From an optimization exercise on the open Yosys and OpenROAD flow, aimed at small area and few clock cycles; shortcuts taken in it are not production practice. RTL that was checked went through simulation tests only; none was proved equivalent to the original. No driver is modelled on the clock port, so clocking that relies on it looks cheaper here than on a real chip.

==> module ahb_to_apb_bridge, before the edit <==
module ahb_to_apb_bridge (
        input             HCLK,
        input             HRESETn,
        input      [31:0] HADDR,
        input      [2:0]  HSIZE,
        input      [31:0] HWDATA,
        input             HWRITE,
        output     [31:0] HRDATA,
        output            HREADY,
        output            HRESP,
        input             HSELAPB,
        output     [31:0] PADDR,
        output            PSEL,
        output reg        PENABLE,
        output            PWRITE,
        output     [7:0]  PWDATA,
        input      [7:0]  PRDATA,
        input             PREADY,
        input             PSLVERR
);
assign HRESP = PSLVERR;
reg  [31:0] s_addr;
reg  [1:0]  s_size;
reg         s_wr;
reg         dp;                  
wire acc = HSELAPB & HREADY;     
always @(posedge HCLK)
        if (acc) begin
                s_addr <= HADDR;
                s_size <= HSIZE[1:0];
                s_wr   <= HWRITE;
        end
reg  [31:0] f_addr [0:7];
reg  [7:0]  f_d0 [0:7];          
reg  [7:0]  f_d1 [0:7];
reg  [7:0]  f_d2 [0:7];
reg  [7:0]  f_d3 [0:7];
reg         f_word [0:7];        
reg  [7:0]  rsel;
reg  f_empty;                    
wire f_full  = rsel[7];
reg  [31:0] h_addr;
reg  [31:0] h_data;
reg         h_word;
integer j;
always @(*) begin
        h_addr = 32'd0;
        h_data = 32'd0;
        h_word = 1'b0;
        for (j = 0; j < 8; j = j + 1) begin
                h_addr = h_addr | ({32{rsel[j]}} & f_addr[j]);
                h_data = h_data | ({32{rsel[j]}} & {f_d3[j], f_d2[j], f_d1[j], f_d0[j]});
                h_word = h_word | (rsel[j] & f_word[j]);
        end
end
reg  [1:0]  beat;
reg         psel_r;
wire        rd_now   = HSELAPB & ~HWRITE & ~psel_r & ~dp & f_empty & HRESETn;
assign PSEL = psel_r | rd_now;
wire [31:0] src_addr = ({32{~f_empty}} & h_addr) | ({32{f_empty & dp}} & s_addr) |
                       ({32{f_empty & ~dp}} & HADDR);
wire [1:0]  h_size   = {h_word, ~h_word & h_data[31]};
wire [1:0]  src_size = f_empty ? s_size : h_size;
wire        last     = (beat == {src_size[1], src_size[1] | src_size[0]});
wire        beat_end = PENABLE & PREADY;
wire        xfer_end = beat_end & last;
wire        pop      = xfer_end & ~f_empty;
wire        rd_done  = xfer_end & f_empty;
assign HREADY = ~dp | (s_wr ? (~f_full | pop) : rd_done);
wire push = dp & s_wr & HREADY;
wire rd_st = beat_end & f_empty;
wire st0 = push | rd_st & (beat == 2'd0);
wire st1 = push | rd_st & (beat == 2'd1);
wire st2 = push | rd_st & (beat == 2'd2);
integer m;
always @(posedge HCLK) begin
        if (push) begin
                f_addr[0] <= s_addr;
                f_word[0] <= s_size[1];
                f_d3[0]   <= {s_size[1] ? HWDATA[31] : s_size[0], HWDATA[30:24]};
                for (m = 1; m < 8; m = m + 1) begin
                        f_addr[m] <= f_addr[m-1];
                        f_word[m] <= f_word[m-1];
                        f_d3[m]   <= f_d3[m-1];
                end
        end
        if (st0) begin
                f_d0[0] <= push ? HWDATA[7:0] : PRDATA;
                for (m = 1; m < 8; m = m + 1) f_d0[m] <= f_d0[m-1];
        end
        if (st1) begin
                f_d1[0] <= push ? HWDATA[15:8] : PRDATA;
                for (m = 1; m < 8; m = m + 1) f_d1[m] <= f_d1[m-1];
        end
        if (st2) begin
                f_d2[0] <= push ? HWDATA[23:16] : PRDATA;
                for (m = 1; m < 8; m = m + 1) f_d2[m] <= f_d2[m-1];
        end
end
assign PADDR  = src_addr + {30'd0, beat};
assign PWRITE = ~f_empty | (dp ? s_wr : HWRITE);
assign PWDATA = ({8{f_empty}} & HWDATA[7:0]) |
                ({8{~f_empty & (beat == 2'd0)}} & h_data[7:0]) |
                ({8{~f_empty & (beat == 2'd1)}} & h_data[15:8]) |
                ({8{~f_empty & (beat == 2'd2)}} & h_data[23:16]) |
                ({8{~f_empty & (beat == 2'd3)}} & h_data[31:24]);
wire dp_next = acc | (dp & ~HREADY);
wire one    = rsel[0];                         
wire more    = dp_next | push | ~f_empty & ~(pop & one);    
always @(posedge HCLK or negedge HRESETn)
        if (!HRESETn) begin
                dp      <= 1'b0;
                f_empty <= 1'b1;
                rsel    <= 8'd1;
                psel_r  <= 1'b0;
                PENABLE <= 1'b0;
                beat    <= 2'd0;
        end else begin
                dp <= dp_next;
                f_empty <= f_empty ? ~push : (pop & one & ~push);
                if (push & ~pop & ~f_empty) rsel <= {rsel[6:0], 1'b0};
                if (pop & ~push & ~one)     rsel <= {1'b0, rsel[7:1]};
                if (!psel_r) begin
                        psel_r  <= more;
                        PENABLE <= rd_now;
                        beat    <= 2'd0;
                end else if (!PENABLE) begin
                        PENABLE <= 1'b1;
                end else if (PREADY) begin
                        PENABLE <= 1'b0;
                        if (last) begin
                                psel_r <= more;
                                beat <= 2'd0;
                        end else
                                beat <= beat + 2'd1;
                end
        end
assign HRDATA = {PRDATA, h_data[23:16],
                 (beat == 2'd1) ? PRDATA : h_data[15:8],
                 (beat == 2'd0) ? PRDATA : h_data[7:0]};
endmodule
clock: 6.0 ns
lec_check: 0
cap_margin: 20
core_margin: 2
core_utilization: 40
cts_cluster_diameter: 120
cts_cluster_size: 30
slew_margin: 20
standard.sh (not shown) runs the stock make flow with config.mk's settings and CLKGATE_MAP_FILE= SYNTH_SCRIPT=/design/flow/synth_recipe.tcl, a recipe that flattens the netlist after the stock synthesis.
==> flow/flow/run.sh <==
#!/bin/bash
# The standard layout (standard.sh) with two changes:
#  - synthesis maps the logic with flow/abc_area.script (area-oriented ABC
#    mapping without ABC's own buffering and gate sizing; OpenROAD repairs
#    timing and slew later in the flow as usual);
#  - the port buffers are plain buf_1 cells;
#  - clock tree synthesis inserts no dummy loads.
set -e
mkdir -p scripts
for f in "$FLOW_HOME"/scripts/*; do ln -sf "$f" scripts/; done
rm -f scripts/abc_area.script
cp flow/abc_area.script scripts/abc_area.script
export SCRIPTS_DIR="$PWD/scripts"
export ABC_AREA=1
export CTS_ARGS="-sink_clustering_enable -repair_clock_nets -sink_clustering_size 30 -sink_clustering_max_diameter 120 -dont_use_dummy_load"
export BUFFER_PORTS_ARGS="-buffer_cell sky130_fd_sc_hd__buf_1"
bash standard.sh > standard.log 2>&1
==> flow/flow/abc_area.script <==
strash
&get -n
&st
&dc2
&syn2
&dch -f
&nf -R 1000
&put
strash
&get -n
&st
&dch
&nf -R 1000
&put
topo
The first run finished clean.
Testbench counts at the start, summed over its fixed seeds: cycles 32,537.
==> next run, changes <==
--- a/flow/design.v
+++ b/flow/design.v
@@ -33,15 +33,16 @@
 reg  [31:0] f_addr [0:7];
 reg  [7:0]  f_d0 [0:7];          
 reg  [7:0]  f_d1 [0:7];
 reg  [7:0]  f_d2 [0:7];
 reg  [7:0]  f_d3 [0:7];
 reg         f_word [0:7];        
-reg  [7:0]  rsel;
+reg  [2:0]  hpos;
+wire [7:0]  rsel = 8'd1 << hpos;
 reg  f_empty;                    
-wire f_full  = rsel[7];
+wire f_full  = (hpos == 3'd7);
 reg  [31:0] h_addr;
 reg  [31:0] h_data;
 reg         h_word;
 integer j;
 always @(*) begin
         h_addr = 32'd0;
@@ -102,27 +103,27 @@
 assign PWDATA = ({8{f_empty}} & HWDATA[7:0]) |
                 ({8{~f_empty & (beat == 2'd0)}} & h_data[7:0]) |
                 ({8{~f_empty & (beat == 2'd1)}} & h_data[15:8]) |
                 ({8{~f_empty & (beat == 2'd2)}} & h_data[23:16]) |
                 ({8{~f_empty & (beat == 2'd3)}} & h_data[31:24]);
 wire dp_next = acc | (dp & ~HREADY);
-wire one    = rsel[0];                         
+wire one    = (hpos == 3'd0);                  
 wire more    = dp_next | push | ~f_empty & ~(pop & one);    
 always @(posedge HCLK or negedge HRESETn)
         if (!HRESETn) begin
                 dp      <= 1'b0;
                 f_empty <= 1'b1;
-                rsel    <= 8'd1;
+                hpos    <= 3'd0;
                 psel_r  <= 1'b0;
                 PENABLE <= 1'b0;
                 beat    <= 2'd0;
         end else begin
                 dp <= dp_next;
                 f_empty <= f_empty ? ~push : (pop & one & ~push);
-                if (push & ~pop & ~f_empty) rsel <= {rsel[6:0], 1'b0};
-                if (pop & ~push & ~one)     rsel <= {1'b0, rsel[7:1]};
+                if (push & ~pop & ~f_empty) hpos <= hpos + 3'd1;
+                if (pop & ~push & ~one)     hpos <= hpos - 3'd1;
                 if (!psel_r) begin
                         psel_r  <= more;
                         PENABLE <= rd_now;
                         beat    <= 2'd0;
                 end else if (!PENABLE) begin
                         PENABLE <= 1'b1;
Outcome: The new run produced a clean layout. Fmax is higher by 0.66%. Worst hold slack gains 0.057 ns. Count of clock-buffer cells in the layout went down by 1. Setup slack improves by 0.038 ns. Routed wire length is higher by 4.2%.
No functional check of the RTL was part of the second run of this note.

-- afterwards: timing with drivers on the ports --
In the flow no input, the clock included, has a driving cell. The finished layouts below were timed again as built, in two steps.
Step 1 assumes that a clkbuf_16 drives the clock port and a buf_2 every other input.
Step 2 times the ports against the registers' clock, not the clock port: input delays grow and output delays shrink by t, the midpoint of the rising clock arrivals with the driver on.
a / b / c = no drivers / after step 1 / after step 2; a / b = the first two.
| run | shift t [ns] | setup slack, ns | hold slack, ns | worst data-port slew with drivers (ns) | pins driven straight from the clock port |
|---|---|---|---|---|---|
| the first run | 0.595 | 0.236 / 0.184 / 0.322 | 0.398 / 0.398 / 0.398 | 0.06 | 1 |
| the second run | 0.621 | 0.274 / 0.217 / 0.838 | 0.455 / 0.455 / 0.455 | 0.08 | 1 |
After both steps setup and hold are still met in every run listed.
